From an optimization exercise on the open Yosys and OpenROAD flow, aimed at small area and a short achievable clock period; shortcuts taken in it are not production practice.
In this exercise RTL edits were held to simulation tests only and were not proved equivalent to the original.
The clock port is modelled as an ideal driver; clocking choices that lean on that would not hold on a real chip.
Power and IR drop assume default switching activity.

### design/flow/constraint.sdc
create_clock -name core_clock -period 8.0 [get_ports {clock}]
set_input_delay 1.6000 -clock core_clock [delete_from_list [all_inputs] [get_ports {clock}]]
set_output_delay 1.6000 -clock core_clock [all_outputs]
set_load 0.01 [all_outputs]
### design/flow/config.mk
export PLATFORM = sky130hd
export DESIGN_NAME = game_logic
export DESIGN_NICKNAME = game_logic
export VERILOG_FILES = /design/flow/design.v
export SDC_FILE = /design/flow/constraint.sdc
export NUM_CORES = 4
export LEC_CHECK = 0
export CAP_MARGIN = 20
export CORE_MARGIN = 2
export CORE_UTILIZATION = 40
export SLEW_MARGIN = 20
### design/flow/design.v
module debouncer(
    input clk,
    input resetn,
    input noisy_signal,
    output reg debounced_signal
);
    reg [6:0] counter;
    reg last_stable_signal;
    wire changed = noisy_signal ^ last_stable_signal;
    wire at_interval = ~counter[5] & ~counter[3] & counter[2] & ~counter[1] & counter[0];
    always @(posedge clk or negedge resetn) begin
        if (!resetn) begin
            debounced_signal <= 0;
            last_stable_signal <= 0;
        end else begin
            last_stable_signal <= noisy_signal;
            if (at_interval)
                debounced_signal <= (noisy_signal & last_stable_signal) |
                                    (noisy_signal & debounced_signal) |
                                    (last_stable_signal & debounced_signal);
        end
    end
    always @(posedge clk)
        counter <= changed ? 7'd0 : {~counter[5:0], ~(counter[0] ^ counter[6])};
endmodule
module reset_debouncer(
    input clk,
    input resetn,
    output reg debounced_signal
);
    reg [6:0] counter;
    always @(posedge clk or negedge resetn) begin
        if (!resetn) begin
            counter <= 0;
            debounced_signal <= 0;
        end else begin
            counter <= {~counter[5:0], ~(counter[0] ^ counter[6])};
            if (counter[6] & counter[4] & ~counter[3] & counter[2] & ~counter[1])
                debounced_signal <= 1'b1;
        end
    end
endmodule
module game_logic(
	input clock,
	input resetn,
	input button1,
	input button0,
	input [7:0]player_input,
	output reg [2:0] colour,
	output [9:0] x,
	output [8:0] y,
	output reg plot
);
	reg [8:0] xr;
	reg [7:0] yr;
	assign x = {1'b0, xr};
	assign y = {1'b0, yr};
	wire [9:0] debounced_input;
	wire debounced_resetn;
	genvar g;
	generate
		for (g = 0; g < 8; g = g + 1) begin : deb_col
			debouncer d(.clk(clock), .resetn(resetn), .noisy_signal(player_input[g]),
				.debounced_signal(debounced_input[g]));
		end
	endgenerate
	debouncer debounce_8(.clk(clock), .resetn(resetn), .noisy_signal(button1),
		.debounced_signal(debounced_input[8]));
	debouncer debounce_9(.clk(clock), .resetn(resetn), .noisy_signal(button0),
		.debounced_signal(debounced_input[9]));
	reset_debouncer debounce_reset(.clk(clock), .resetn(resetn),
		.debounced_signal(debounced_resetn));
	reg [2:0] height [0:7];
	reg [5:0] same [0:7];
	reg turn;
	reg win_flag;
	function above(input [2:0] h, input integer k);
		case (k)
			0: above = h[2] | h[1] | h[0];
			1: above = h[2] | h[1];
			2: above = h[2] | (h[1] & h[0]);
			3: above = h[2];
			4: above = h[2] & (h[1] | h[0]);
			default: above = h[2] & h[1];
		endcase
	endfunction
	function [2:0] inc(input [2:0] h);
		inc = {h[2] | (h[1] & h[0]), h[1] ^ h[0], ~h[0]};
	endfunction
	reg [5:0] mine [0:7];
	integer c, k, d;
	always @* begin
		for (c = 0; c < 8; c = c + 1)
			for (k = 0; k < 6; k = k + 1)
				mine[c][k] = above(height[c], k) & same[c][k];
	end
	reg line;
	always @* begin
		line = 1'b0;
		for (c = 0; c < 8; c = c + 1)
			for (k = 0; k < 6; k = k + 1) begin
				if (k < 3)
					line = line | (mine[c][k] & mine[c][k+1] & mine[c][k+2] & mine[c][k+3]);
				if (c < 5)
					line = line | (mine[c][k] & mine[c+1][k] & mine[c+2][k] & mine[c+3][k]);
				if (c < 5 && k < 3)
					line = line | (mine[c][k] & mine[c+1][k+1] & mine[c+2][k+2] & mine[c+3][k+3]);
				if (c < 5 && k > 2)
					line = line | (mine[c][k] & mine[c+1][k-1] & mine[c+2][k-2] & mine[c+3][k-3]);
			end
	end
	wire button_ok = turn ? debounced_input[8] : debounced_input[9];
	reg [7:0] place;
	always @* begin
		for (c = 0; c < 8; c = c + 1)
			place[c] = debounced_input[c] & ~(height[c][2] & height[c][1]) & button_ok;
	end
	wire any_place = |place;
	function mod5is(input [5:0] q, input integer r);
		integer n;
		begin
			mod5is = 1'b0;
			for (n = r; n < 46; n = n + 5)
				if (q == n) mod5is = 1'b1;
		end
	endfunction
	wire x_wrap = xr[8] & xr[6] & xr[5] & xr[3];    
	wire y_wrap = yr[7] & yr[6] & yr[5] & yr[4];    
	wire x_cell_end = (xr[2:0] == 3'd7) & mod5is(xr[8:3], 4);
	wire x_grid_end = (xr[2:0] == 3'd3) & mod5is(xr[8:3], 0);
	reg [7:0] col;       
	reg x_grid;
	reg [5:0] lvl;
	always @* begin
		for (k = 0; k < 6; k = k + 1)
			lvl[k] = (yr >= 40 * (5 - k)) && (yr < 40 * (6 - k));
	end
	wire y_grid = ~yr[2] & mod5is({1'b0, yr[7:3]}, 0);
	wire on_grid = x_grid | y_grid;
	reg cell_occ, cell_same;
	reg [2:0] hsel;
	reg [5:0] ssel;
	always @* begin
		hsel = 3'd0;
		ssel = 6'd0;
		for (c = 0; c < 8; c = c + 1) begin
			hsel = hsel | ({3{col[c]}} & height[c]);
			ssel = ssel | ({6{col[c]}} & same[c]);
		end
		cell_occ = 1'b0;
		cell_same = 1'b0;
		for (k = 0; k < 6; k = k + 1) begin
			cell_occ = cell_occ | (lvl[k] & above(hsel, k));
			cell_same = cell_same | (lvl[k] & ssel[k]);
		end
	end
	wire cell_own = cell_same ^ turn;
	always @(posedge clock) begin
		if (!debounced_resetn) begin
			xr <= 0;
			yr <= 0;
			colour <= 3'b000;
			plot <= 1'b0;
			col <= 8'd1;
			x_grid <= 1'b1;
			turn <= 1'b0;
			win_flag <= 1'b0;
			for (c = 0; c < 8; c = c + 1)
				height[c] <= 0;
		end else begin
			for (c = 0; c < 8; c = c + 1)
				if (place[c])
					height[c] <= inc(height[c]);
			if (any_place)
				turn <= ~turn;
			if (line)
				win_flag <= 1'b1;
			if (win_flag)
				colour <= turn ? 3'b100 : 3'b010;
			else if (on_grid)
				colour <= 3'b001;
			else if (cell_occ)
				colour <= cell_own ? 3'b010 : 3'b100;
			else
				colour <= 3'b111;
			if (x_wrap) begin
				xr <= 9'd0;
				col <= 8'd1;
				x_grid <= 1'b1;
				if (y_wrap)
					yr <= 8'd0;
				else
					yr <= yr + 8'd1;
			end else begin
				xr <= xr + 9'd1;
				if (x_cell_end) begin
					col <= col << 1;
					x_grid <= 1'b1;
				end else if (x_grid_end)
					x_grid <= 1'b0;
			end
			plot <= 1'b1;
		end
	end
	always @(posedge clock) begin
		for (c = 0; c < 8; c = c + 1)
			for (k = 0; k < 6; k = k + 1)
				same[c][k] <= ~above(height[c], k) | (same[c][k] ^ any_place);
	end
endmodule
### design/flow/flow/clock_top.tcl
read_db $::env(ODB)
set block [ord::get_db_block]
set port_net [$block findNet clock]

proc out_net { inst } {
  foreach it [$inst getITerms] {
    if { [$it isOutputSignal] } { return [$it getNet] }
  }
  foreach it [$inst getITerms] {
    if { [[$it getMTerm] getIoType] == "OUTPUT" } { return [$it getNet] }
  }
  return ""
}
proc in_iterm { inst } {
  foreach it [$inst getITerms] {
    if { [$it isInputSignal] } { return $it }
  }
  return ""
}
# a clock buffer whose output drives something (CTS also adds buffers with a
# free output as dummy loads; those count as sinks)
proc is_dummy { inst } {
  if { ![string match "sky130_fd_sc_hd__clkbuf_*" [[$inst getMaster] getName]] } { return 0 }
  return [expr {![is_buf $inst]}]
}
proc is_buf { inst } {
  if { ![string match "sky130_fd_sc_hd__clkbuf_*" [[$inst getMaster] getName]] } { return 0 }
  set onet [out_net $inst]
  if { $onet == "" || $onet == "NULL" } { return 0 }
  return [expr {[llength [$onet getITerms]] > 1}]
}

# walk the tree from the port
set upper {}
set leaves {}
set front [list $port_net]
while { [llength $front] } {
  set next {}
  foreach net $front {
    foreach it [$net getITerms] {
      if { ![$it isInputSignal] } { continue }
      set inst [$it getInst]
      if { ![is_buf $inst] } { continue }
      set onet [out_net $inst]
      set drives_buf 0
      set drives_sink 0
      foreach lt [$onet getITerms] {
        if { [$lt getInst] == $inst } { continue }
        if { [is_dummy [$lt getInst]] } { continue }
        if { [is_buf [$lt getInst]] } { set drives_buf 1 } else { set drives_sink 1 }
      }
      if { $drives_sink } {
        if { $drives_buf } { error "[$inst getName] drives both buffers and registers" }
        lappend leaves $inst
      } else {
        lappend upper $inst
        lappend next $onet
      }
    }
  }
  set front $next
}
foreach it [$port_net getITerms] {
  if { ![is_buf [$it getInst]] } { error "the clock port drives a non-buffer" }
}
puts "[llength $upper] upper buffers, [llength $leaves] leaf buffers"
if { [llength $leaves] < 5 } {
  puts "too few leaves: the tree is left as it is"
  write_db $::env(ODB_OUT)
  exit
}

# remove the upper levels, with any dummy loads on their nets
set dummy_list {}
foreach net [concat [list $port_net] [lmap b $upper {out_net $b}]] {
  foreach it [$net getITerms] {
    set inst [$it getInst]
    if { [$it isInputSignal] && [is_dummy $inst] } { lappend dummy_list $inst }
  }
}
set dummies [llength $dummy_list]
foreach inst $dummy_list { odb::dbInst_destroy $inst }
foreach b $leaves { [in_iterm $b] disconnect }
foreach b $upper {
  set onet [out_net $b]
  odb::dbInst_destroy $b
  odb::dbNet_destroy $onet
}
puts "removed [llength $upper] upper buffers and $dummies dummy loads"

# split the leaves into 4 groups: halves by x, then each half by y
proc centre { inst } {
  set bb [$inst getBBox]
  return [list [expr {([$bb xMin] + [$bb xMax]) / 2}] [expr {([$bb yMin] + [$bb yMax]) / 2}]]
}
set pts {}
foreach b $leaves { lappend pts [concat [list $b] [centre $b]] }
set pts [lsort -integer -index 1 $pts]
set h [expr {[llength $pts] / 2}]
set groups {}
foreach half [list [lrange $pts 0 [expr {$h - 1}]] [lrange $pts $h end]] {
  set half [lsort -integer -index 2 $half]
  set q [expr {[llength $half] / 2}]
  lappend groups [lrange $half 0 [expr {$q - 1}]] [lrange $half $q end]
}
set master [[lindex $leaves 0] getMaster]
set master [[$block getDataBase] findMaster sky130_fd_sc_hd__clkbuf_16]
set n 0
foreach grp $groups {
  incr n
  set nb [odb::dbInst_create $block $master "clkbuf_top_${n}_clock"]
  set nnet [odb::dbNet_create $block "clknet_top_${n}_clock"]
  $nnet setSigType CLOCK
  set sx 0; set sy 0
  foreach p $grp {
    [in_iterm [lindex $p 0]] connect $nnet
    incr sx [lindex $p 1]; incr sy [lindex $p 2]
  }
  $nb setLocation [expr {$sx / [llength $grp]}] [expr {$sy / [llength $grp]}]
  $nb setPlacementStatus PLACED
  foreach nit [$nb getITerms] {
    set sig [[$nit getMTerm] getSigType]
    if { $sig == "POWER" || $sig == "GROUND" } { continue }
    if { [$nit isOutputSignal] } { $nit connect $nnet } elseif { [$nit isInputSignal] } { $nit connect $port_net }
  }
  puts "clkbuf_top_${n}_clock drives [llength $grp] leaf buffers"
}
puts "clock port now drives [llength [$port_net getITerms]] cell pins"
detailed_placement
check_placement
write_db $::env(ODB_OUT)
### design/flow/flow/run.sh
#!/bin/bash
# The standard layout, with these changes:
# - the port buffers that every input and output gets are buf_2 cells (ORFS
#   picks a slow delay cell otherwise, which its repair then leaves alone);
# - denser core (55 %) and larger clock-tree sink clusters (fewer leaf buffers);
# - after clock tree synthesis, flow/clock_top.tcl rebuilds the top of the
#   tree: the leaf buffers stay, everything above them is replaced by 4
#   buffers that the clock port drives directly, one per quarter of the core,
#   so every register's clock arrives earlier, all alike.
# The clock period, constraints and every other step are unchanged.
set -euo pipefail
MARGIN=${MARGIN:-5.6}
KNOBS="CORE_UTILIZATION=76 SETUP_SLACK_MARGIN=$MARGIN CTS_CLUSTER_SIZE=25 CTS_CLUSTER_DIAMETER=60"
PORTS="BUFFER_PORTS_ARGS=-buffer_cell sky130_fd_sc_hd__buf_2"
bash standard.sh $KNOBS "$PORTS" cts > standard_cts.log 2>&1
R=orfs/results/sky130hd/game_logic/base
ODB=$R/4_cts.odb ODB_OUT=$R/4_cts.odb openroad -no_init -exit flow/clock_top.tcl > clock_top.log 2>&1
bash standard.sh $KNOBS "$PORTS" finish > standard.log 2>&1
### design/flow/standard.sh
#!/bin/bash
# synth_recipe.tcl (not shown) runs the flow's synth.tcl, then flattens the netlist and writes it again
# the make line also repeats each setting of config.mk as NAME=value (left out here)
make -C /OpenROAD-flow-scripts/flow DESIGN_CONFIG=/design/flow/config.mk WORK_HOME=/design/flow/orfs CLKGATE_MAP_FILE= SYNTH_SCRIPT=/design/flow/synth_recipe.tcl "${@:-finish}"
==> results of run 1 <==
## registers in the layout (all words and copies together), names as in the netlist
register,cells
debounce_9.last_stable_signal,1
height,24
win_flag,1
debounce_8.debounced_signal,1
turn,1
deb_col.d.last_stable_signal,8
col,8
x_grid,1
deb_col.d.counter,56
debounce_8.counter,7
debounce_reset.debounced_signal,1
colour,3
debounce_9.counter,7
plot,1
xr,9
debounce_8.last_stable_signal,1
yr,8
debounce_9.debounced_signal,1
same,48
deb_col.d.debounced_signal,8
debounce_reset.counter,7
## logic make-up after synthesis
family	Yosys count	share of synthesized area
AOI/OAI and AO/OA	205	0.1593
xor gates and xnor gates	83	0.07971
adders and majority gates	31	0.04253
buffers and inverters	92	0.04678
DFF	202	0.4588
muxes	9	0.01002
other	1	0.0004112
and+or+nand+nor	376	0.2025
## critical path: cells and delay by family (launching register included)
| kind | cells | cell delay, ns |
|---|---|---|
| XOR/XNOR | 1 | 0.33 |
| AO/OA/AOI/OAI | 2 | 0.56 |
| buffers and inverters | 1 | 0.29 |
| AND/OR/NAND/NOR | 2 | 0.38 |
| flip-flops | 1 | 0.65 |
## cell usage in the layout (no fill, tap or decap), drive strengths merged, types with 4 or more instances in the layout
master | netlist | final
dfxtp | 174 | 174
nor2 | 146 | 146
xnor2 | 62 | 62
nand2 | 61 | 61
o21ai | 56 | 56
buf | 32 | 51
nand3 | 48 | 48
a22oi | 39 | 39
inv | 35 | 36
ha | 31 | 31
dfrtp | 28 | 28
nor3 | 26 | 26
a21oi | 23 | 23
xor2 | 21 | 21
nor4 | 21 | 21
nand3b | 20 | 20
clkbuf | 25 | 17
o31ai | 16 | 16
nand4 | 13 | 13
a22o | 12 | 12
a31oi | 10 | 10
o22ai | 9 | 9
nand2b | 8 | 8
mux2i | 8 | 8
nand4bb | 7 | 7
a211oi | 6 | 6
a221oi | 6 | 6
and3 | 5 | 5
a2111oi | 5 | 5
nor4b | 4 | 4
nor3b | 4 | 4
## timing repair
action                                  CTS  global route
endpoints found under the setup margin   70            51
resized for setup                        52            16
setup buffers                            17             1
## worst max path at each step
| stage | to | cells after the start | slack (ns) | from |
|---|---|---|---|---|
| 2_1_floorplan | deb_col[0].d.counter[0]$_SDFF_PP0_ | 2 | 5.88 | player_input[0] |
| 3_3_place_gp | y[5] | 1 | 5.54 | yr[5]$_SDFFE_PN0P_ |
| 3_5_place_dp | same[0][0]$_DFF_P_ | 7 | 5.49 | height[3][2]$_SDFFE_PN0P_ |
| 4_1_cts | y[5] | 1 | 5.46 | yr[5]$_SDFFE_PN0P_ |
| 5_1_grt | same[2][4]$_DFF_P_ | 6 | 5.57 | height[5][1]$_SDFFE_PN0P_ |
| 6_report | same[2][4]$_DFF_P_ | 6 | 5.60 | height[5][1]$_SDFFE_PN0P_ |
## layout make-up
cell class / count / share of cell area
inverters: 35 / 0.01317
flip-flops and latches: 202 / 0.4270
repair buffers: 51 / 0.04139
clock inverters: 4 / 0.008530
well taps: 147 / 0.01844
plain buffers: 4 / 0.01004
multi-input cells: 706 / 0.4552
clock buffers: 13 / 0.02622
## per-layer routing
metal  vias to the layer above  wire length [µm]  global-route usage
met5                         -                 0                   0
met4                         0              2910              0.3390
met3                       284              3541              0.1105
met2                       843             13840              0.7569
met1                      3960             10370              0.5590
li1                       3550                 -                   -
## power by group through the flow
stage | registers (mW) | clock network (mW) | logic (mW)
finish | 1.18 | 0.730 | 0.351
global route | 1.18 | 0.754 | 0.368
CTS | 1.17 | 0.698 | 0.335
detailed placement | 1.19 | 0 | 0.315
global placement | 1.18 | 0 | 0.286
floorplan | 1.16 | 0 | 0.264
## metrics by stage
stage	hold WS (ns)	cell area [µm²]	util	power, mW	instances
floorplan	0.3454	9124	-	1.425	1000
global route	0.4059	9975	0.8409	2.302	1162
detailed placement	0.3688	9188	0.7746	1.505	1123
CTS	0.3972	9910	0.8354	2.202	1160
global placement	0.3698	9188	0.7746	1.463	1123
finish	0.3958	9975	0.8409	2.259	1162
==> metrics.md, run 1 <==
| Metric | Value |
|---|---|
| Max Cap Viol | `0` |
| Final Skew | `0.02763 ns` |
| Pwr Density | `226.5 nW/µm²` |
| Via density | `7.433` |
| Final setup TNS | `0 ns` |
| Initial core utilization | `0.7689` |
| Max Slew Vio Count | `0` |
| FF+latch area | `4259 µm²` |
| 1st-pass router iterations | `8` |
| Worst Hold Path Cells | `1` |
| Total global routing overflow | `0` |
| CP peak stage delay | `0.65 ns` |
| Worst Path Required | `8.17 ns` |
| Post-Route WL | `30670 µm` |
| Fin nets | `1053` |
| Sw power | `0.6583 mW` |
| Cells after Synth | `999` |
| Die Wd | `113.5 µm` |
| Clk pin slew, worst setup/hold paths | `0.10 ns` |
| Slack of the critical path | `5.602 ns` |
| Total number of vias | `8637` |
| IO Pins | `35` |
| Logic pwr share | `0.155` |
| Relative slew slack | `0.3284` |
| Initial antenna violation count | `0` |
| Number of diodes | `0` |
| Status | `finished clean` |
| Worst Tran Pin Value | `0.9988 ns` |
| Crit path DAT | `2.57 ns` |
| DIE AREA | `12890 µm²` |
| Synth Cell Area | `9120 µm²` |
| Setup violations, final | `0` |
| HP Class | `reg2reg` |
| CTS tree | `built` |
| Sequential share of power | `0.521` |
| Post-DR wirelength/cell | `26.39 µm` |
| # clock sinks | `202` |
| Yosys top cell area share | `0.3819` |
| Async SR Flop Fraction | `0.1386` |
| FF+latch count, synth | `202` |
| Setup crit end kind | `flip-flop` |
| Vias in the first global route | `8548` |
| Fraction of layout cells with a size suffix above 1 | `0.1153` |
| Hold wc startpoint | `debounce_8.counter[4]$_SDFF_PP0_` |
| Multi-input logic area | `4541 µm²` |
| Crit share post-route | `0.2998` |
| Worst R2R Path Depth | `6` |
| Largest net degree at the start of global routing | `50` |
| Worst Path Max Fanout | `49` |
| Reg-to-reg endpoint | `same[2][4]$_DFF_P_` |
| Synth top area cells | `dfxtp_1, dfrtp_1, nor2_1` |
| Dominant cell type by area after synthesis | `dfxtp_1` |
| 1st-iter DRT viols | `1696` |
| Leakage | `3.677 nW` |
| Buffers on Ports | `32` |
| DP Wirelength | `18240 µm` |
| Cell Rows | `40` |
| Final worst path period need | `2.398 ns` |
| Hold_buf cts | `0` |
| Layout area overhead | `9.370%` |
| Number of flops mapped to enable cells by yosys | `0` |
| DR DRC count | `0` |
| Number of fill cells in the layout | `552` |
| Post-synth top cells | `dfxtp_1, nor2_1, xnor2_1, nand2_1, nand3_1` |
| Final hold vios | `0` |
| Top_reg_cell synth | `dfxtp_1` |
| Critical path launch point type | `flip-flop` |
| CTS max path bufs | `3` |
| H-Tree Level Count | `1` |
| CP cell instances | `nand2_1 > a221oi_2 > a21boi_4 > buf_6 > xnor2_1 > nand3b_1` |
| Clock latency on the worst-skew pair | `0.31 ns` |
| Die Span Y | `113.5 µm` |
| Synth warnings | `6` |
| Critical R2R Launch | `height[5][1]$_SDFFE_PN0P_` |
| Worst path slowest cell | `dfxtp_1` |
| Count of cell types in the netlist | `68` |
| Net Sw Frac | `0.2914` |
| Highest clock rate | `417.0 MHz` |
| Crit Path Category | `reg2reg` |
| Sequential-to-total area share from yosys stat | `0.4588` |
| WHS Endpoint | `debounce_8.counter[5]$_SDFF_PP0_` |
| Root Buffer | `clkbuf_16` |
| Reg-to-reg setup timing slack | `5.60 ns` |
| Synth Area per Inst | `9.129 µm²` |
| Maximum VDD drop | `0.2654 mV` |
| Routability cong. | `1.000` |
| Pint | `1.601 mW` |
| RSZ-0062 raised after global routing | `yes` |
| Core area | `11860 µm²` |
| Pre-CTS setup slack | `5.485 ns` |
| CTS Buf Count | `13` |
| GRT Resource Usage Total | `0.4718` |
| Antenna-violating nets left | `0` |
| Clk pwr share | `0.323` |
| Most numerous cell in the Yosys netlist | `dfxtp_1` |
| First-pass GRT wire length | `47310 µm` |
==> inputs of run 2 (changes only) <==
--- a/design/flow/flow/run.sh
+++ b/design/flow/flow/run.sh
@@ -9,8 +9,8 @@
 #   so every register's clock arrives earlier, all alike.
 # The clock period, constraints and every other step are unchanged.
 set -euo pipefail
-MARGIN=${MARGIN:-5.6}
-KNOBS="CORE_UTILIZATION=76 SETUP_SLACK_MARGIN=$MARGIN CTS_CLUSTER_SIZE=25 CTS_CLUSTER_DIAMETER=60"
+MARGIN=${MARGIN:-5.8}
+KNOBS="CORE_UTILIZATION=68 SETUP_SLACK_MARGIN=$MARGIN CTS_CLUSTER_SIZE=25 CTS_CLUSTER_DIAMETER=60"
 PORTS="BUFFER_PORTS_ARGS=-buffer_cell sky130_fd_sc_hd__buf_2"
 bash standard.sh $KNOBS "$PORTS" cts > standard_cts.log 2>&1
 R=orfs/results/sky130hd/game_logic/base
--- a/design/flow/flow/clock_top.tcl
+++ b/design/flow/flow/clock_top.tcl
@@ -50,7 +50,11 @@
         if { [is_buf [$lt getInst]] } { set drives_buf 1 } else { set drives_sink 1 }
       }
       if { $drives_sink } {
-        if { $drives_buf } { error "[$inst getName] drives both buffers and registers" }
+        if { $drives_buf } {
+          puts "[$inst getName] drives both buffers and registers: the tree is left as it is"
+          write_db $::env(ODB_OUT)
+          exit
+        }
         lappend leaves $inst
       } else {
         lappend upper $inst
@@ -103,8 +107,15 @@
   set q [expr {[llength $half] / 2}]
   lappend groups [lrange $half 0 [expr {$q - 1}]] [lrange $half $q end]
 }
-set master [[lindex $leaves 0] getMaster]
-set master [[$block getDataBase] findMaster sky130_fd_sc_hd__clkbuf_16]
+set db [$block getDataBase]
+set top_cell sky130_fd_sc_hd__clkbuf_16
+if { [info exists ::env(TOP_CELL)] } { set top_cell $::env(TOP_CELL) }
+set master [$db findMaster $top_cell]
+if { [info exists ::env(LEAF_CELL)] } {
+  set lm [$db findMaster $::env(LEAF_CELL)]
+  foreach b $leaves { $b swapMaster $lm }
+  puts "leaf buffers are now $::env(LEAF_CELL)"
+}
 set n 0
 foreach grp $groups {
   incr n
==> metrics.md, run 2 <==
| Metric | Value |
|---|---|
| Status | `finished clean` |
| First-pass GRT wire length | `40170 µm (-15%)` |
| CP cell instances | `buf_6` |
| FF+latch count, synth | `202 (unchanged)` |
| Synth Area per Inst | `9.129 µm² (unchanged)` |
| Post-synth top cells | `dfxtp_1, nor2_1, xnor2_1, nand2_1, nand3_1` |
| Setup crit end kind | `output port` |
| Max FFs per register | `56 (unchanged)` |
| Net Sw Frac | `0.2716 (-0.01981)` |
| GRT Resource Usage Total | `0.3513 (-0.1206)` |
| Reg with most FFs | `deb_col.d.counter` |
| Final Non-Filler Cells | `1196 (+2.9%)` |
| Worst Path Max Fanout | `2 (-96%)` |
| Final hold vios | `0 (unchanged)` |
| Fraction of layout cells with a size suffix above 1 | `0.1275 (+0.01218)` |
| Met3 usage | `0.05703 (-0.05349)` |
| Final Skew | `0.03216 ns (+0.004529 ns)` |
| Critical path launch point type | `flip-flop` |
| 1st-iter DRT viols | `940 (-45%)` |
| Worst path slowest cell | `dfxtp_4` |
| Worst Tran Pin Value | `0.6158 ns (-0.3830 ns)` |
| H-Tree Level Count | `1 (unchanged)` |
| Highest clock rate | `419.6 MHz (+0.63%)` |
| Largest net degree at the start of global routing | `50 (unchanged)` |
| Antenna-violating nets left | `0 (unchanged)` |
| M1 GR Usage | `0.4633 (-0.09571)` |
| DIE AREA | `14350 µm² (+11%)` |
| Commonest non-fill, non-tap cell in the layout | `nor2_1` |
| Yosys top cell area share | `0.3819 (unchanged)` |
| Clk pwr share | `0.340 (+0.017)` |
| Buffers plus inverters on the worst setup path | `1 (unchanged)` |
| Synth top area cells | `dfxtp_1, dfrtp_1, nor2_1` |
| CP peak stage delay | `0.36 ns (-0.29 ns)` |
| Number of flops mapped to enable cells by yosys | `0 (unchanged)` |
| Total global routing overflow | `0 (unchanged)` |
| RSZ-0062 raised after global routing | `yes` |
| Max Slew Vio Count | `0 (unchanged)` |
| Top Usage Layer GRT | `met2` |
| CTS max path bufs | `3 (unchanged)` |
| Root Buffer | `clkbuf_16` |
| Max Cap Viol | `0 (unchanged)` |
| Dominant cell type by area after synthesis | `dfxtp_1` |
| Worst Path Required | `6.40 ns (-1.77 ns)` |
| Delay-heaviest family, CP | `flip-flops` |
| Fin nets | `1056 (+0.28%)` |
| Routability cong. | `1.036 (+3.5%)` |
| Sequential-to-total area share from yosys stat | `0.4588 (unchanged)` |
| Setup violations, final | `0 (unchanged)` |
| Most numerous cell in the Yosys netlist | `dfxtp_1` |
| Synth warnings | `6 (unchanged)` |
| Pint | `1.632 mW (+2.0%)` |
| CTS tree | `built` |
| HP Class | `reg2reg` |
| Cells after Synth | `999 (unchanged)` |
| Top_reg_cell synth | `dfxtp_1` |
| Crit path DAT | `0.78 ns (-1.79 ns)` |
| Final setup TNS | `0 ns (unchanged)` |
| Post-DR wirelength/cell | `20.78 µm (-21%)` |
| Placed Cells | `1152 (+2.6%)` |
| Crit Path Category | `reg2out` |
| Vias in the first global route | `7578 (-11%)` |
| Count of cell types in the netlist | `68 (unchanged)` |
| Met2 Track Usage GR | `0.5761 (-0.1808)` |
| Final worst path period need | `2.383 ns (-0.01493 ns)` |
| Number of diodes | `0 (unchanged)` |
| Async SR Flop Fraction | `0.1386 (unchanged)` |
| # clock sinks | `202 (unchanged)` |
| Number of fill cells in the layout | `832 (+51%)` |
| Die Wd | `119.8 µm (+5.5%)` |
| Via density | `6.554 (-12%)` |
| Crit share post-route | `0.2979 (-0.001866)` |
| IO Pins | `35 (unchanged)` |
| Initial antenna violation count | `0 (unchanged)` |
| Relative slew slack | `0.5894 (+0.2610)` |
| Die Span Y | `119.8 µm (+5.5%)` |
| CTS Buf Count | `14 (+1)` |
| Post-Route WL | `24850 µm (-19%)` |
| Sw power | `0.6086 mW (-7.5%)` |
| Total number of vias | `7838 (-9.3%)` |
| 1st-pass router iterations | `5 (-3)` |
| DP Wirelength | `16710 µm (-8.4%)` |
| DR DRC count | `0 (unchanged)` |
| Synth Cell Area | `9120 µm² (unchanged)` |
| Layout area overhead | `11.18%` |
| Sequential share of power | `0.520 (about the same)` |
| Clk pin slew, worst setup/hold paths | `0.09 ns (about the same)` |
| Largest regs | `deb_col.d.counter: 56 flops, same: 48 flops, height: 24 flops` |
| Maximum VDD drop | `0.2824 mV (+6.4%)` |
| Buffers on Ports | `32 (unchanged)` |
| Logic pwr share | `0.140 (-0.015)` |
| Leakage | `3.727 nW (+1.4%)` |
| Pwr Density | `221.0 nW/µm² (-2.4%)` |
| Most frequent cells in the layout | `nor2_1, dfxtp_1, xnor2_1, nand2_1, nand3_1` |
| Initial core utilization | `0.6914 (-0.07746)` |
| Core area | `13190 µm² (+11%)` |
| Clock latency on the worst-skew pair | `0.31 ns (about the same)` |
| Cell Rows | `42 (+5.0%)` |
==> run 2: cell counts after synthesis <==
No cell type changed its count.
==> run 2: worst paths after layout <==
path | from | endpoint | slack [ns] | cells past startpoint
hold reg to reg | deb_col[3].d.counter[4]$_SDFF_PP0_ | deb_col[3].d.counter[5]$_SDFF_PP0_ | 0.38 | 1
max in group asynchronous | resetn | deb_col[0].d.debounced_signal$_DFFE_PN0P_ | 6.27 | 1
setup / recovery | yr[0]$_SDFFE_PN0P_ | y[0] | 5.62 | 1
setup reg to reg | height[2][0]$_SDFFE_PN0P_ | win_flag$_SDFFE_PN0P_ | 5.73 | 8
min in group asynchronous | resetn | deb_col[2].d.last_stable_signal$_DFF_PN0_ | 1.29 | 1
hold / removal | deb_col[3].d.counter[4]$_SDFF_PP0_ | deb_col[3].d.counter[5]$_SDFF_PP0_ | 0.38 | 1
==> run 2: cell families (layout without fill, tap and decap cells) <==
kind of cell    Yosys count  in the layout  share of synthesized area
other cells               1              2                  0.0004112
simple gates            376            376                     0.2025
fa+ha+maj                31             31                    0.04253
flops                   202            202                     0.4588
buf+inv                  92            112                    0.04678
mux                       9              9                    0.01002
xor+xnor                 83             83                    0.07971
compound gates          205            205                     0.1593
==> run 2: final cells by class <==
cell class                      count  area [µm²]  share of cell area
Multi-Input combinational cell    706        4567              0.4504
Clock inverter                      6       120.1             0.01185
Sequential cell                   202        4270              0.4212
Clock buffer                       14       286.5             0.02826
Tap cell                          176       220.2             0.02172
Inverter                           35       131.4             0.01296
Timing Repair Buffer               53       444.2             0.04381
Buffer                              4       100.1            0.009872
==> run 2: stage by stage <==
step / setup slack (ns) / area, µm² / total power, mW / utilization / hold WS, ns
global placement: 5.551 / 9224 / 1.463 / 0.6993 / 0.3674
finish: 5.617 / 10140 / 2.241 / 0.7687 / 0.3774
global route: 5.599 / 10140 / 2.322 / 0.7687 / 0.3939
CTS: 5.448 / 10100 / 2.255 / 0.7654 / 0.3850
detailed placement: 5.499 / 9224 / 1.492 / 0.6993 / 0.3719
floorplan: 5.877 / 9124 / 1.425 / - / 0.3454
==> run 2: metal layers <==
layer  wire, µm  vias up
li1           -     3561
met1       9950     3755
met2      11970      422
met3       1891      100
met4       1038        0
met5          0        -
==> run 2: power groups by stage <==
stage               combinational, mW  clock (mW)  sequential (mW)
floorplan                       0.264           0             1.16
global route                    0.341       0.809             1.17
detailed placement              0.303           0             1.19
finish                          0.314       0.762             1.16
global placement                0.285           0             1.18
CTS                             0.309       0.783             1.16
==> run 2: repair_timing <==
item / 4_1_cts / 5_1_grt
setup buffers: 20 / 0
gates cloned: 0 / 0
gates resized for setup: 66 / 17
hold buffers: 0 / 0
endpoints found under the setup margin: 71 / 73
==> inputs of run 3 (changes only) <==
--- a/design/flow/flow/run.sh
+++ b/design/flow/flow/run.sh
@@ -2,14 +2,14 @@
 # The standard layout, with these changes:
 # - the port buffers that every input and output gets are buf_2 cells (ORFS
 #   picks a slow delay cell otherwise, which its repair then leaves alone);
-# - denser core (55 %) and larger clock-tree sink clusters (fewer leaf buffers);
+# - denser core (68 %) and larger clock-tree sink clusters (fewer leaf buffers);
 # - after clock tree synthesis, flow/clock_top.tcl rebuilds the top of the
 #   tree: the leaf buffers stay, everything above them is replaced by 4
 #   buffers that the clock port drives directly, one per quarter of the core,
 #   so every register's clock arrives earlier, all alike.
 # The clock period, constraints and every other step are unchanged.
 set -euo pipefail
-MARGIN=${MARGIN:-5.8}
+MARGIN=${MARGIN:-5.65}
 KNOBS="CORE_UTILIZATION=68 SETUP_SLACK_MARGIN=$MARGIN CTS_CLUSTER_SIZE=25 CTS_CLUSTER_DIAMETER=60"
 PORTS="BUFFER_PORTS_ARGS=-buffer_cell sky130_fd_sc_hd__buf_2"
 bash standard.sh $KNOBS "$PORTS" cts > standard_cts.log 2>&1
==> metrics.md, run 3 <==
| Metric | Value |
|---|---|
| Status | `finished clean` |
| Multi-input logic area | `4556 µm² (-0.25%)` |
| Fraction of layout cells with a size suffix above 1 | `0.1197 (-0.007726)` |
| HP Class | `reg2reg` |
| Core area | `13190 µm² (unchanged)` |
| Crit Path Category | `reg2out` |
| Final worst path period need | `2.385 ns (+0.001660 ns)` |
| CP cell instances | `buf_6` |
| Number of fill cells in the layout | `836 (+0.48%)` |
| Buffers plus inverters on the worst setup path | `1 (unchanged)` |
| Pwr Density | `221.5 nW/µm² (+0.23%)` |
| # clock sinks | `202 (unchanged)` |
| Total global routing overflow | `0 (unchanged)` |
| Vias in the first global route | `7527 (-0.67%)` |
| Largest net degree at the start of global routing | `50 (unchanged)` |
| Largest regs | `deb_col.d.counter: 56 flops, same: 48 flops, height: 24 flops` |
| Number of diodes | `0 (unchanged)` |
| Worst Tran Pin Value | `0.6220 ns (+0.006158 ns)` |
| Cell area after layout | `10100 µm² (-0.37%)` |
| Maximum VDD drop | `0.2835 mV (+0.41%)` |
| Synth warnings | `6 (unchanged)` |
| Delay-heaviest family, CP | `flip-flops` |
| Final Non-Filler Cells | `1195 (-0.084%)` |
| Slack of the critical path | `5.615 ns (-0.001660 ns)` |
| IO Pins | `35 (unchanged)` |
| WHS | `0.3836 ns (+0.006182 ns)` |
| Number of flops mapped to enable cells by yosys | `0 (unchanged)` |
| Placed Cells | `1152 (unchanged)` |
| Highest clock rate | `419.3 MHz (about the same)` |
| Post-synth top cells | `dfxtp_1, nor2_1, xnor2_1, nand2_1, nand3_1` |
| Leakage | `3.715 nW (-0.32%)` |
| FF+latch area | `4255 µm² (-0.35%)` |
| Fin nets | `1055 (-0.095%)` |
| Total number of vias | `7788 (-0.64%)` |
| Worst path slowest cell | `dfxtp_4` |
| Final Skew | `0.02818 ns (-0.003982 ns)` |
| Crit path DAT | `0.78 ns (about the same)` |
| Critical path launch point type | `flip-flop` |
| 1st-pass router iterations | `5 (unchanged)` |
| Final Util | `0.7659 (-0.002846)` |
| FF+latch count, synth | `202 (unchanged)` |
| Buffers on Ports | `32 (unchanged)` |
| Dpl cell area | `9224 µm² (unchanged)` |
| Async SR Flop Fraction | `0.1386 (unchanged)` |
| CTS max path bufs | `3 (unchanged)` |
| DR DRC count | `0 (unchanged)` |
| Die Span Y | `119.8 µm (unchanged)` |
| Final setup TNS | `0 ns (unchanged)` |
| Hold_buf cts | `0 (unchanged)` |
| Worst Path Required | `6.40 ns (about the same)` |
| Initial antenna violation count | `0 (unchanged)` |
| Via density | `6.517 (-0.55%)` |
| Cells after Synth | `999 (unchanged)` |
| Yosys top cell area share | `0.3819 (unchanged)` |
| Post-Route WL | `24610 µm (-0.97%)` |
| Die Wd | `119.8 µm (unchanged)` |
| H-Tree Level Count | `1 (unchanged)` |
| Layout area overhead | `10.77%` |
| DP Wirelength | `16710 µm (unchanged)` |
| Clock latency on the worst-skew pair | `0.31 ns (about the same)` |
| Cell Rows | `42 (unchanged)` |
| RSZ-0062 raised after global routing | `yes` |
| Initial core utilization | `0.6914 (unchanged)` |
| CTS tree | `built` |
| Worst Path Max Fanout | `2 (unchanged)` |
| Synth Cell Area | `9120 µm² (unchanged)` |
| Antenna-violating nets left | `0 (unchanged)` |
| Post-DR wirelength/cell | `20.59 µm (-0.88%)` |
| Pre-CTS setup slack | `5.499 ns (unchanged)` |
| Count of cell types in the netlist | `68 (unchanged)` |
| Final Total Pwr | `2.238 mW (-0.14%)` |
| Most frequent cells in the layout | `nor2_1, dfxtp_1, xnor2_1, nand2_1, nand3_1` |
| CTS Buf Count | `14 (unchanged)` |
| Final hold vios | `0 (unchanged)` |
| Commonest non-fill, non-tap cell in the layout | `nor2_1` |
| Setup violations, final | `0 (unchanged)` |
| Setup crit end kind | `output port` |
| Most numerous cell in the Yosys netlist | `dfxtp_1` |
| CP peak stage delay | `0.36 ns (about the same)` |
| Reg with most FFs | `deb_col.d.counter` |
| 1st-iter DRT viols | `833 (-11%)` |
| First-pass GRT wire length | `39790 µm (-0.96%)` |
| Routability cong. | `1.036 (unchanged)` |
| DIE AREA | `14350 µm² (unchanged)` |
| Crit share post-route | `0.2981 (about the same)` |
| Synth top area cells | `dfxtp_1, dfrtp_1, nor2_1` |
| Dominant cell type by area after synthesis | `dfxtp_1` |
| GRT Resource Usage Total | `0.3490 (-0.002254)` |
| Synth Area per Inst | `9.129 µm² (unchanged)` |
| Top_reg_cell synth | `dfxtp_1` |
| Max Cap Viol | `0 (unchanged)` |
| Relative slew slack | `0.5848 (-0.004672)` |
| Max FFs per register | `56 (unchanged)` |
| Clk pin slew, worst setup/hold paths | `0.09 ns (about the same)` |
| Max Slew Vio Count | `0 (unchanged)` |
| Root Buffer | `clkbuf_16` |
| Sequential-to-total area share from yosys stat | `0.4588 (unchanged)` |
## run 3: cell counts after synthesis
Identical to the previous run, type by type.
## run 3: cell type report
type | count | area share
clock inverters | 6 | 0.01189
flip-flops and latches | 202 | 0.4212
well taps | 176 | 0.02180
plain buffers | 4 | 0.009908
inverters | 35 | 0.01300
clock buffers | 14 | 0.02836
multi-input cells | 706 | 0.4510
repair buffers | 52 | 0.04285
## run 3: power breakdown
group / switching, mW / leakage [nW] / total [mW] / internal (mW)
combinational: 0.166 / 1.69 / 0.311 / 0.145
sequential: 0.0796 / 1.78 / 1.17 / 1.09
clock: 0.362 / 0.241 / 0.761 / 0.400
total: 0.607 / 3.71 / 2.24 / 1.63
## run 3: final timing paths
path,slack [ns],cells after the start,start,endpoint
setup reg to reg,5.71,6,height[1][1]$_SDFFE_PN0P_,win_flag$_SDFFE_PN0P_
min in group asynchronous,1.30,1,resetn,deb_col[1].d.last_stable_signal$_DFF_PN0_
hold reg to reg,0.38,1,deb_col[3].d.counter[4]$_SDFF_PP0_,deb_col[3].d.counter[5]$_SDFF_PP0_
setup / recovery,5.62,1,yr[0]$_SDFFE_PN0P_,y[0]
hold / removal,0.38,1,deb_col[3].d.counter[4]$_SDFF_PP0_,deb_col[3].d.counter[5]$_SDFF_PP0_
max in group asynchronous,6.27,1,resetn,deb_col[0].d.debounced_signal$_DFFE_PN0P_
## run 3: worst register-to-register path: stages, from the launching register on
cell	delay, ns
dfxtp_1	0.50
ha_1	0.36
o21ai_2	0.31
o32a_1	0.25
o22ai_1	0.09
a2111oi_0	0.47
a41oi_1	0.19
## run 3: kinds of logic after synthesis
kind of cell             after synthesis  synth area share
AND/OR/NAND/NOR                      376            0.2025
AO/OA/AOI/OAI                        205            0.1593
flip-flops                           202            0.4588
buffers and inverters                 92           0.04678
XOR/XNOR                              83           0.07971
adder cells (fa/ha/maj)               31           0.04253
multiplexers                           9           0.01002
other                                  1         0.0004112
## run 3: per-layer routing
metal,global-route usage,wire length [µm]
met5,0,0
met1,0.4583,9767
met2,0.5743,11680
met3,0.05989,2008
met4,0.1434,1158
## run 3: timing repair
action | 4_1_cts | 5_1_grt
setup buffers | 19 | 0
setup endpoints to repair | 71 | 71
resized for setup | 52 | 18
cloned | 0 | 0
==> inputs of run 4 (changes only) <==
--- a/design/flow/flow/run.sh
+++ b/design/flow/flow/run.sh
@@ -9,7 +9,7 @@
 #   so every register's clock arrives earlier, all alike.
 # The clock period, constraints and every other step are unchanged.
 set -euo pipefail
-MARGIN=${MARGIN:-5.65}
+MARGIN=${MARGIN:-5.75}
 KNOBS="CORE_UTILIZATION=68 SETUP_SLACK_MARGIN=$MARGIN CTS_CLUSTER_SIZE=25 CTS_CLUSTER_DIAMETER=60"
 PORTS="BUFFER_PORTS_ARGS=-buffer_cell sky130_fd_sc_hd__buf_2"
 bash standard.sh $KNOBS "$PORTS" cts > standard_cts.log 2>&1
==> metrics.md, run 4 <==
| Metric | Value |
|---|---|
| Worst Path Required | `8.16 ns (+1.76 ns)` |
| GRT Resource Usage Total | `0.3504 (+0.001332)` |
| H-Tree Level Count | `1 (unchanged)` |
| First-pass GRT wire length | `40040 µm (+0.64%)` |
| Status | `finished clean` |
| Logic pwr share | `0.139 (about the same)` |
| Synth warnings | `6 (unchanged)` |
| Largest net degree at the start of global routing | `50 (unchanged)` |
| Core area | `13190 µm² (unchanged)` |
| Layout area overhead | `10.77% (unchanged)` |
| Pwr Density | `221.6 nW/µm² (about the same)` |
| Max Cap Viol | `0 (unchanged)` |
| Synth top area cells | `dfxtp_1, dfrtp_1, nor2_1` |
| Final worst path period need | `2.410 ns (+0.02483 ns)` |
| # clock sinks | `202 (unchanged)` |
| Total global routing overflow | `0 (unchanged)` |
| Post-Route WL | `24740 µm (+0.53%)` |
| Crit path DAT | `2.57 ns (+1.79 ns)` |
| CTS tree | `built` |
| Setup violations, final | `0 (unchanged)` |
| Commonest non-fill, non-tap cell in the layout | `nor2_1` |
| Pint | `1.631 mW (about the same)` |
| Worst Path Max Fanout | `16 (+14)` |
| Maximum VDD drop | `0.2827 mV (-0.29%)` |
| Leakage | `3.715 nW (about the same)` |
| RSZ-0062 raised after global routing | `yes` |
| Vias in the first global route | `7540 (+0.17%)` |
| FF+latch count, synth | `202 (unchanged)` |
| Largest regs | `deb_col.d.counter: 56 flops, same: 48 flops, height: 24 flops` |
| Critical R2R Launch | `height[6][2]$_SDFFE_PN0P_` |
| Total number of vias | `7821 (+0.42%)` |
| Final setup TNS | `0 ns (unchanged)` |
| Clk pwr share | `0.341 (about the same)` |
| Initial core utilization | `0.6914 (unchanged)` |
| Yosys top cell area share | `0.3819 (unchanged)` |
| Post-DR wirelength/cell | `20.70 µm (+0.53%)` |
| Async SR Flop Fraction | `0.1386 (unchanged)` |
| Root Buffer | `clkbuf_16` |
| Cell Rows | `42 (unchanged)` |
| Critical path launch point type | `flip-flop` |
| Final Skew | `0.02932 ns (+0.001142 ns)` |
| Crit Path Category | `reg2reg` |
| Hold_buf cts | `0 (unchanged)` |
| Top Metal Used | `met4` |
| Slack of the critical path | `5.590 ns (-0.02483 ns)` |
| Top_reg_cell synth | `dfxtp_1` |
| Pre-CTS setup slack | `5.499 ns (unchanged)` |
| Antenna-violating nets left | `0 (unchanged)` |
| Sequential share of power | `0.520 (about the same)` |
| Fraction of layout cells with a size suffix above 1 | `0.1237 (+0.003925)` |
| Final hold vios | `0 (unchanged)` |
| Sw power | `0.6081 mW (+0.22%)` |
| Count of cell types in the netlist | `68 (unchanged)` |
| DR DRC count | `0 (unchanged)` |
| Worst Tran Pin Value | `0.6844 ns (+0.06242 ns)` |
| CTS Buf Count | `14 (unchanged)` |
| WHS | `0.3794 ns (-0.004174 ns)` |
| Reg-to-reg endpoint | `win_flag$_SDFFE_PN0P_` |
| Routability cong. | `1.036 (unchanged)` |
| Sequential-to-total area share from yosys stat | `0.4588 (unchanged)` |
| Reg with most FFs | `deb_col.d.counter` |
| 1st-pass router iterations | `5 (unchanged)` |
| Die Wd | `119.8 µm (unchanged)` |
| Reg-to-reg setup timing slack | `5.59 ns (-0.12 ns)` |
| Cell area after layout | `10100 µm² (unchanged)` |
| Fin nets | `1055 (unchanged)` |
| CTS max path bufs | `3 (unchanged)` |
| Multi-input logic area | `4552 µm² (about the same)` |
| Max Slew Vio Count | `0 (unchanged)` |
| Wire length on met2 | `11770 µm (+0.78%)` |
| Via density | `6.545 (+0.42%)` |
| Highest clock rate | `415.0 MHz (-1.0%)` |
| Clock latency on the worst-skew pair | `0.31 ns (about the same)` |
| Number of diodes | `0 (unchanged)` |
| DP Wirelength | `16710 µm (unchanged)` |
| Initial antenna violation count | `0 (unchanged)` |
| Cells after Synth | `999 (unchanged)` |
| Worst setup startpoint | `height[6][2]$_SDFFE_PN0P_` |
| IO Pins | `35 (unchanged)` |
| Setup crit end kind | `flip-flop` |
| FF+latch area | `4259 µm² (about the same)` |
| WL met3 | `1999 µm (-0.45%)` |
| Dpl cell area | `9224 µm² (unchanged)` |
| Clk pin slew, worst setup/hold paths | `0.09 ns (about the same)` |
| Hold wc startpoint | `deb_col[3].d.counter[4]$_SDFF_PP0_` |
| Wl on met1 | `9916 µm (+1.5%)` |
| HP Class | `reg2reg` |
| Net Sw Frac | `0.2716 (+0.0004289)` |
| Worst Setup EP | `win_flag$_SDFFE_PN0P_` |
| 1st-iter DRT viols | `900 (+8.0%)` |
| Post-synth top cells | `dfxtp_1, nor2_1, xnor2_1, nand2_1, nand3_1` |
| Buffers on Ports | `32 (unchanged)` |
| Most frequent cells in the layout | `nor2_1, dfxtp_1, xnor2_1, nand2_1, nand3_1` |
| DIE AREA | `14350 µm² (unchanged)` |
| Number of flops mapped to enable cells by yosys | `0 (unchanged)` |
| Most numerous cell in the Yosys netlist | `dfxtp_1` |
| Synth Cell Area | `9120 µm² (unchanged)` |
| Final Util | `0.7659 (unchanged)` |
| Synth Area per Inst | `9.129 µm² (unchanged)` |
| Number of fill cells in the layout | `840 (+0.48%)` |
| Worst R2R Path Depth | `6 (unchanged)` |
| Crit share post-route | `0.3012 (+0.003104)` |
| Max FFs per register | `56 (unchanged)` |
| Dominant cell type by area after synthesis | `dfxtp_1` |
| Die Span Y | `119.8 µm (unchanged)` |
| Relative slew slack | `0.5431 (-0.04167)` |
==> run 4: cell counts after synthesis <==
Identical to the previous run, type by type.
==> run 4: final cells by class <==
cell class	instances	share of cell area
inverter	35	0.01300
buffer	4	0.009908
tap	176	0.02180
clock inverter	6	0.01189
multi-input combinational	706	0.4506
timing repair buffer	52	0.04285
clock buffer	14	0.02836
sequential	202	0.4216
==> run 4: routing by layer <==
metal  vias up  track usage
met5         -            0
met4         0       0.1463
met3        93      0.06179
met2       412       0.5746
met1      3755       0.4595
li1       3561            -
==> run 4: cell families (layout without fill, tap and decap cells) <==
group / Yosys count / count (layout) / synth area share
simple gates: 376 / 376 / 0.2025
mux: 9 / 9 / 0.01002
xor+xnor: 83 / 83 / 0.07971
buf+inv: 92 / 111 / 0.04678
compound gates: 205 / 205 / 0.1593
fa+ha+maj: 31 / 31 / 0.04253
flops: 202 / 202 / 0.4588
other cells: 1 / 2 / 0.0004112
==> run 4: worst min-delay path by stage <==
stage                     cells past startpoint  slack, ns                                 end
final                                         1       0.38  deb_col[3].d.counter[5]$_SDFF_PP0_
after global routing                          1       0.39  deb_col[7].d.counter[5]$_SDFF_PP0_
after CTS                                     1       0.39  deb_col[7].d.counter[5]$_SDFF_PP0_
after detailed placement                      1       0.37  deb_col[7].d.counter[5]$_SDFF_PP0_
after global placement                        1       0.37  deb_col[7].d.counter[5]$_SDFF_PP0_
after floorplan                               0       0.35                        plot$_DFF_P_
==> run 4: timing repair <==
| item | in CTS | in global routing |
|---|---|---|
| setup buffers | 19 | 0 |
| gates resized for setup | 63 | 10 |
| pin swaps | 0 | 0 |
| hold endpoints to repair | 0 | 0 |
| endpoints found under the setup margin | 71 | 72 |
==> run 4: power by group through the flow <==
stage	Sequential, mW	Combinational (mW)	Clock [mW]
floorplan	1.16	0.264	0
global placement	1.18	0.285	0
detailed placement	1.19	0.303	0
CTS	1.16	0.309	0.783
global route	1.17	0.338	0.810
finish	1.17	0.311	0.763
==> run 4: through the flow <==
stage          power [mW]  std cells
3_3_place_gp        1.463       1152
5_1_grt             2.322       1195
4_1_cts             2.255       1195
3_5_place_dp        1.492       1152
2_1_floorplan       1.425       1000
6_report            2.239       1195
==> run 4: worst max-delay path, stage by stage, from the launching register on <==
cell	delay [ns]
dfxtp_1	0.54
o31ai_1	0.66
nor3_1	0.09
a221oi_1	0.34
o22ai_1	0.14
nor4_1	0.32
a41oi_1	0.17
==> inputs of run 5 (changes only) <==
--- a/design/flow/flow/run.sh
+++ b/design/flow/flow/run.sh
@@ -9,7 +9,7 @@
 #   so every register's clock arrives earlier, all alike.
 # The clock period, constraints and every other step are unchanged.
 set -euo pipefail
-MARGIN=${MARGIN:-5.75}
+MARGIN=${MARGIN:-5.7}
 KNOBS="CORE_UTILIZATION=68 SETUP_SLACK_MARGIN=$MARGIN CTS_CLUSTER_SIZE=25 CTS_CLUSTER_DIAMETER=60"
 PORTS="BUFFER_PORTS_ARGS=-buffer_cell sky130_fd_sc_hd__buf_2"
 bash standard.sh $KNOBS "$PORTS" cts > standard_cts.log 2>&1
==> metrics.md, run 5 <==
| Metric | Value |
|---|---|
| Layout area overhead | `10.70% (about the same)` |
| Cell Rows | `42 (unchanged)` |
| Post-synth top cells | `dfxtp_1, nor2_1, xnor2_1, nand2_1, nand3_1` |
| Synth warnings | `6 (unchanged)` |
| First-pass GRT wire length | `39940 µm (-0.24%)` |
| Synth Cell Area | `9120 µm² (unchanged)` |
| Number of flops mapped to enable cells by yosys | `0 (unchanged)` |
| Number of fill cells in the layout | `839 (-0.12%)` |
| Max FFs per register | `56 (unchanged)` |
| Cells after Synth | `999 (unchanged)` |
| Synth Area per Inst | `9.129 µm² (unchanged)` |
| 1st-pass router iterations | `9 (+4)` |
| Sequential-to-total area share from yosys stat | `0.4588 (unchanged)` |
| Async SR Flop Fraction | `0.1386 (unchanged)` |
| H-Tree Level Count | `1 (unchanged)` |
| IO Pins | `35 (unchanged)` |
| Via density | `6.551 (+0.10%)` |
| Buffers on Ports | `32 (unchanged)` |
| CTS max path bufs | `3 (unchanged)` |
| Commonest non-fill, non-tap cell in the layout | `nor2_1` |
| Final Skew | `0.02781 ns (-0.001504 ns)` |
| DR DRC count | `0 (unchanged)` |
| Max Slew Vio Count | `0 (unchanged)` |
| Worst Path Required | `6.40 ns (-1.76 ns)` |
| Number of diodes | `0 (unchanged)` |
| Crit path DAT | `0.78 ns (-1.79 ns)` |
| Reg with most FFs | `deb_col.d.counter` |
| Status | `finished clean` |
| Highest clock rate | `420.1 MHz (+1.2%)` |
| Worst Hold Path Cells | `1 (unchanged)` |
| Worst path slowest cell | `dfxtp_4` |
| Die Span Y | `119.8 µm (unchanged)` |
| Crit share post-route | `0.2975 (-0.003670)` |
| Fraction of layout cells with a size suffix above 1 | `0.1207 (-0.002944)` |
| Fin nets | `1055 (unchanged)` |
| Die Wd | `119.8 µm (unchanged)` |
| Compound-Gate Fraction of Synth Area | `0.1593 (unchanged)` |
| Critical path launch point type | `flip-flop` |
| Leakage | `3.713 nW (about the same)` |
| Post-Synth XOR/XNOR Area | `0.07971 (unchanged)` |
| Count of cell types in the netlist | `68 (unchanged)` |
| CTS Buf Count | `14 (unchanged)` |
| DP Wirelength | `16710 µm (unchanged)` |
| Final Total Pwr | `2.236 mW (-0.12%)` |
| GRT Resource Usage Total | `0.3504 (unchanged)` |
| Core area | `13190 µm² (unchanged)` |
| Relative slew slack | `0.5698 (+0.02675)` |
| HP Class | `reg2reg` |
| Largest family of logic cells by synthesized area | `simple AND/OR/NAND/NOR gates` |
| CP cell instances | `buf_6` |
| Total number of vias | `7829 (+0.10%)` |
| Largest regs | `deb_col.d.counter: 56 flops, same: 48 flops, height: 24 flops` |
| Most frequent cells in the layout | `nor2_1, dfxtp_1, xnor2_1, nand2_1, nand3_1` |
| Root Buffer | `clkbuf_16` |
| CP peak stage delay | `0.36 ns (-0.30 ns)` |
| Mux contribution to synthesized area | `0.01002 (unchanged)` |
| Adder-Cell Fraction of Synth Area | `0.04253 (unchanged)` |
| Crit Path Category | `reg2out` |
| Buffers plus inverters on the worst setup path | `1 (+1)` |
| Worst Path Max Fanout | `2 (-14)` |
| CP Depth | `1 (-5)` |
| Multi-input logic area | `4548 µm² (about the same)` |
| Hold_buf cts | `0 (unchanged)` |
| Setup violations, final | `0 (unchanged)` |
| Vias in the first global route | `7533 (-0.093%)` |
| Final worst path period need | `2.380 ns (-0.02936 ns)` |
| Clock latency on the worst-skew pair | `0.30 ns (about the same)` |
| Post-DR wirelength/cell | `20.55 µm (-0.74%)` |
| Maximum VDD drop | `0.2827 mV (about the same)` |
| FF+latch count, synth | `202 (unchanged)` |
| FF+latch area | `4257 µm² (about the same)` |
| Worst R2R Path Depth | `8 (+2)` |
| Post-Route WL | `24560 µm (-0.74%)` |
| Synth top area cells | `dfxtp_1, dfrtp_1, nor2_1` |
| Final hold vios | `0 (unchanged)` |
| Initial antenna violation count | `0 (unchanged)` |
| Clk pin slew, worst setup/hold paths | `0.09 ns (about the same)` |
| RSZ-0062 raised after global routing | `yes` |
| Final setup TNS | `0 ns (unchanged)` |
| CTS tree | `built` |
| Dominant cell type by area after synthesis | `dfxtp_1` |
| WHS | `0.3792 ns (-0.0002360 ns)` |
| Setup crit end kind | `output port` |
| Simple-gate share of the synthesized area | `0.2025 (unchanged)` |
| Initial core utilization | `0.6914 (unchanged)` |
| Max Cap Viol | `0 (unchanged)` |
| # clock sinks | `202 (unchanged)` |
| Worst Tran Pin Value | `0.6398 ns (-0.04466 ns)` |
| Antenna-violating nets left | `0 (unchanged)` |
| Delay-heaviest family, CP | `flip-flops` |
| Routability cong. | `1.036 (unchanged)` |
| Largest net degree at the start of global routing | `50 (unchanged)` |
| Total global routing overflow | `0 (unchanged)` |
| 1st-iter DRT viols | `981 (+9.0%)` |
| Pwr Density | `221.5 nW/µm² (about the same)` |
| Yosys top cell area share | `0.3819 (unchanged)` |
| DIE AREA | `14350 µm² (unchanged)` |
| Top_reg_cell synth | `dfxtp_1` |
| Most numerous cell in the Yosys netlist | `dfxtp_1` |
-- run 5: changes by cell type in the layout (fill, tap and decap cells not counted) --
cell / change
dfxtp_1: +2
dfxtp_2: -2
o21ai_1: +1
o21ai_2: -1
-- run 5: report_power, final --
group | leakage, nW | internal [mW] | switching (mW)
Sequential | 1.79 | 1.09 | 0.0786
Clock | 0.241 | 0.400 | 0.361
Combinational | 1.69 | 0.145 | 0.165
-- run 5: cell type report --
| class | count | area share |
|---|---|---|
| buffer | 4 | 0.009915 |
| clock buffer | 14 | 0.02838 |
| clock inverter | 6 | 0.01190 |
| inverter | 35 | 0.01301 |
| multi-input combinational | 706 | 0.4505 |
| sequential | 202 | 0.4216 |
| tap | 176 | 0.02181 |
| timing repair buffer | 52 | 0.04288 |
-- run 5: final timing paths --
kind	slack [ns]	start	to
worst max-delay path	5.62	yr[0]$_SDFFE_PN0P_	y[0]
worst min-delay path	0.38	deb_col[3].d.counter[4]$_SDFF_PP0_	deb_col[3].d.counter[5]$_SDFF_PP0_
worst max register to register	5.71	height[2][0]$_SDFFE_PN0P_	win_flag$_SDFFE_PN0P_
worst min register to register	0.38	deb_col[3].d.counter[4]$_SDFF_PP0_	deb_col[3].d.counter[5]$_SDFF_PP0_
max in group asynchronous	6.27	resetn	deb_col[0].d.debounced_signal$_DFFE_PN0P_
min in group asynchronous	1.29	resetn	deb_col[1].d.last_stable_signal$_DFF_PN0_
-- run 5: through the flow --
| step | instances | utilization | setup slack, ns | area, µm² |
|---|---|---|---|---|
| finish | 1195 | 0.7654 | 5.620 | 10100 |
| global route | 1195 | 0.7654 | 5.601 | 10100 |
| CTS | 1195 | 0.7632 | 5.448 | 10070 |
| detailed placement | 1152 | 0.6993 | 5.499 | 9224 |
| global placement | 1152 | 0.6993 | 5.551 | 9224 |
| floorplan | 1000 | - | 5.877 | 9124 |
-- run 5: timing repair --
action                     4_1_cts  5_1_grt
setup endpoints to repair       71       72
resized for setup               59       11
buffers inserted                19        0
cloned                           0        0
-- run 5: cells by family (layout without fill, tap and decap cells) --
kind of cell    Yosys count  after routing
compound gates          205            205
buf+inv                  92            111
simple gates            376            376
other cells               1              2
mux                       9              9
xor+xnor                 83             83
fa+ha+maj                31             31
flops                   202            202
-- run 5: per-layer routing --
metal / vias up / track usage / routed length [µm]
met3: 97 / 0.06084 / 2050
met5: - / 0 / 0
met4: 0 / 0.1493 / 1067
met2: 391 / 0.5729 / 11700
met1: 3775 / 0.4605 / 9738
li1: 3566 / - / -
==> inputs of run 6 (changes only) <==
--- a/design/flow/design.v
+++ b/design/flow/design.v
@@ -88,7 +88,7 @@
 		inc = {h[2] | (h[1] & h[0]), h[1] ^ h[0], ~h[0]};
 	endfunction
 	reg [5:0] mine [0:7];
-	integer c, k, d;
+	integer c, k;
 	always @* begin
 		for (c = 0; c < 8; c = c + 1)
 			for (k = 0; k < 6; k = k + 1)
==> metrics.md, run 6 <==
| Metric | Value |
|---|---|
| Status | `finished clean` |
| Worst Path Max Fanout | `2 (unchanged)` |
| Maximum VDD drop | `0.2827 mV (unchanged)` |
| Worst Tran Pin Value | `0.6398 ns (unchanged)` |
| Highest clock rate | `420.1 MHz (unchanged)` |
| IO Pins | `35 (unchanged)` |
| Crit path DAT | `0.78 ns (about the same)` |
| Synth Area per Inst | `9.129 µm² (unchanged)` |
| CTS max path bufs | `3 (unchanged)` |
| # clock sinks | `202 (unchanged)` |
| Crit share post-route | `0.2975 (unchanged)` |
| Number of diodes | `0 (unchanged)` |
| Via density | `6.551 (unchanged)` |
| Routability cong. | `1.036 (unchanged)` |
| Total number of vias | `7829 (unchanged)` |
| DR DRC count | `0 (unchanged)` |
| CTS Buf Count | `14 (unchanged)` |
| RSZ-0062 raised after global routing | `yes` |
| Pwr Density | `221.5 nW/µm² (unchanged)` |
| Fin nets | `1055 (unchanged)` |
| Dpl cell area | `9224 µm² (unchanged)` |
| HP Class | `reg2reg` |
| CP peak stage delay | `0.36 ns (about the same)` |
| Buffers plus inverters on the worst setup path | `1 (unchanged)` |
| Final hold vios | `0 (unchanged)` |
| Count of cell types in the netlist | `68 (unchanged)` |
| Synth Cell Area | `9120 µm² (unchanged)` |
| Largest net degree at the start of global routing | `50 (unchanged)` |
| CP cell instances | `buf_6` |
| Total global routing overflow | `0 (unchanged)` |
| Core area | `13190 µm² (unchanged)` |
| Synth top area cells | `dfxtp_1, dfrtp_1, nor2_1` |
| Worst Path Required | `6.40 ns (about the same)` |
| CTS tree | `built` |
| Clock latency on the worst-skew pair | `0.30 ns (about the same)` |
| Post-Route WL | `24560 µm (unchanged)` |
| Hold_buf cts | `0 (unchanged)` |
| Final worst path period need | `2.380 ns (unchanged)` |
| Sequential-to-total area share from yosys stat | `0.4588 (unchanged)` |
| Final setup TNS | `0 ns (unchanged)` |
| Final Skew | `0.02781 ns (unchanged)` |
| Critical path launch point type | `flip-flop` |
| 1st-iter DRT viols | `981 (unchanged)` |
| Antenna-violating nets left | `0 (unchanged)` |
| Fraction of layout cells with a size suffix above 1 | `0.1207 (unchanged)` |
| Pre-CTS setup slack | `5.499 ns (unchanged)` |
| Placed Cells | `1152 (unchanged)` |
| DP Wirelength | `16710 µm (unchanged)` |
| Dominant cell type by area after synthesis | `dfxtp_1` |
| FF+latch count, synth | `202 (unchanged)` |
| Number of flops mapped to enable cells by yosys | `0 (unchanged)` |
| Crit Path Category | `reg2out` |
| Initial core utilization | `0.6914 (unchanged)` |
| Die Wd | `119.8 µm (unchanged)` |
| Synth warnings | `6 (unchanged)` |
| H-Tree Level Count | `1 (unchanged)` |
| Leakage | `3.713 nW (unchanged)` |
| Top_reg_cell synth | `dfxtp_1` |
| Reg with most FFs | `deb_col.d.counter` |
| Async SR Flop Fraction | `0.1386 (unchanged)` |
| Cell Rows | `42 (unchanged)` |
| Delay-heaviest family, CP | `flip-flops` |
| Final Non-Filler Cells | `1195 (unchanged)` |
| Largest regs | `deb_col.d.counter: 56 flops, same: 48 flops, height: 24 flops` |
| Setup violations, final | `0 (unchanged)` |
| Post-DR wirelength/cell | `20.55 µm (unchanged)` |
| WHS | `0.3792 ns (unchanged)` |
| Relative slew slack | `0.5698 (unchanged)` |
| Cell area after layout | `10100 µm² (unchanged)` |
| Max Cap Viol | `0 (unchanged)` |
| DIE AREA | `14350 µm² (unchanged)` |
| First-pass GRT wire length | `39940 µm (unchanged)` |
| Post-synth top cells | `dfxtp_1, nor2_1, xnor2_1, nand2_1, nand3_1` |
| Max Slew Vio Count | `0 (unchanged)` |
| Worst path slowest cell | `dfxtp_4` |
| Buffers on Ports | `32 (unchanged)` |
| Yosys top cell area share | `0.3819 (unchanged)` |
| GRT Resource Usage Total | `0.3504 (unchanged)` |
| Max FFs per register | `56 (unchanged)` |
| Most numerous cell in the Yosys netlist | `dfxtp_1` |
| Layout area overhead | `10.70% (unchanged)` |
| Cells after Synth | `999 (unchanged)` |
| Slack of the critical path | `5.620 ns (unchanged)` |
| Root Buffer | `clkbuf_16` |
| Vias in the first global route | `7533 (unchanged)` |
| Setup crit end kind | `output port` |
| 1st-pass router iterations | `9 (unchanged)` |
| Initial antenna violation count | `0 (unchanged)` |
| Most frequent cells in the layout | `nor2_1, dfxtp_1, xnor2_1, nand2_1, nand3_1` |
| Final Util | `0.7654 (unchanged)` |
| Clk pin slew, worst setup/hold paths | `0.09 ns (about the same)` |
| Commonest non-fill, non-tap cell in the layout | `nor2_1` |
| Die Span Y | `119.8 µm (unchanged)` |
| Final Total Pwr | `2.236 mW (unchanged)` |
==> run 6: cell type report <==
type | count | area [µm²]
fillers | 839 | 3094
plain buffers | 4 | 100.1
multi-input cells | 706 | 4548
inverters | 35 | 131.4
repair buffers | 52 | 432.9
well taps | 176 | 220.2
clock inverters | 6 | 120.1
clock buffers | 14 | 286.5
flip-flops and latches | 202 | 4257
==> run 6: repair_timing <==
action,in CTS,in global routing
gates resized for setup,59,11
endpoints found under the setup margin,71,72
buffers inserted,19,0
==> run 6: final timing paths <==
kind,slack (ns),to,cells past startpoint,startpoint
max reg2reg,5.71,win_flag$_SDFFE_PN0P_,8,height[2][0]$_SDFFE_PN0P_
min reg2reg,0.38,deb_col[3].d.counter[5]$_SDFF_PP0_,1,deb_col[3].d.counter[4]$_SDFF_PP0_
max,5.62,y[0],1,yr[0]$_SDFFE_PN0P_
min in group asynchronous,1.29,deb_col[1].d.last_stable_signal$_DFF_PN0_,1,resetn
min,0.38,deb_col[3].d.counter[5]$_SDFF_PP0_,1,deb_col[3].d.counter[4]$_SDFF_PP0_
max in group asynchronous,6.27,deb_col[0].d.debounced_signal$_DFFE_PN0P_,1,resetn
==> run 6: kinds of logic after synthesis <==
| group | Yosys count | synth area share |
|---|---|---|
| buffers and inverters | 92 | 0.04678 |
| other | 1 | 0.0004112 |
| multiplexers | 9 | 0.01002 |
| AO/OA/AOI/OAI | 205 | 0.1593 |
| AND/OR/NAND/NOR | 376 | 0.2025 |
| adder cells (fa/ha/maj) | 31 | 0.04253 |
| XOR/XNOR | 83 | 0.07971 |
| flip-flops | 202 | 0.4588 |
==> run 6: metal layers <==
metal  global-route usage  up-vias  wire length [µm]  part of all wire
li1                     -     3566                 -                 -
met1               0.4605     3775              9738              0.40
met5                    0        -                 0                 0
met4               0.1493        0              1067             0.043
met2               0.5729      391             11700              0.48
met3              0.06084       97              2050             0.083
==> run 6: report_power, final <==
group	internal [mW]	total [mW]	switching, mW
Sequential	1.09	1.17	0.0786
Clock	0.400	0.761	0.361
Combinational	0.145	0.310	0.165
Total	1.63	2.24	0.605

==> re-timing with driven ports <==
How much do the figures lean on ideal ports? The routed layouts below were timed once more, with nothing changed but the port constraints. Step 1: set_driving_cell puts a clkbuf_16 on clock and a buf_2 on each other input, an assumption about the parent block. Step 2 adds t to the input delays and takes it off the output delays; t is the mean of the earliest and latest rising clock arrival at the registers after step 1. Input paths then give back, and output paths get back, about the clock's delay inside the block. Three values: ideal, step 1, step 2; two values: the first two.
| run | shift t [ns] | slack for setup (ns) | hold WS [ns] | worst setup path at the end | clock arrival spread, ns |
|---|---|---|---|---|---|
| run 1 | 0.386 | 5.602 / 5.523 / 5.483 | 0.396 / 0.396 / 0.396 | input to register | 0.032 / 0.032 |
| run 2 | 0.383 | 5.617 / 5.526 / 5.636 | 0.377 / 0.377 / 0.377 | input to register | 0.032 / 0.032 |
| run 3 | 0.382 | 5.615 / 5.525 / 5.643 | 0.384 / 0.384 / 0.384 | input to register | 0.029 / 0.029 |
| run 4 | 0.382 | 5.590 / 5.526 / 5.590 | 0.379 / 0.379 / 0.379 | register to register | 0.030 / 0.029 |
| run 5 | 0.381 | 5.620 / 5.529 / 5.639 | 0.379 / 0.379 / 0.379 | input to register | 0.028 / 0.028 |
| run 6 | 0.381 | 5.620 / 5.529 / 5.639 | 0.379 / 0.379 / 0.379 | input to register | 0.028 / 0.028 |
After both steps every run listed still meets setup and hold. For run 1, which loses most, drivers alone change the setup slack by -0.079 ns; drivers and shift together by -0.119 ns.
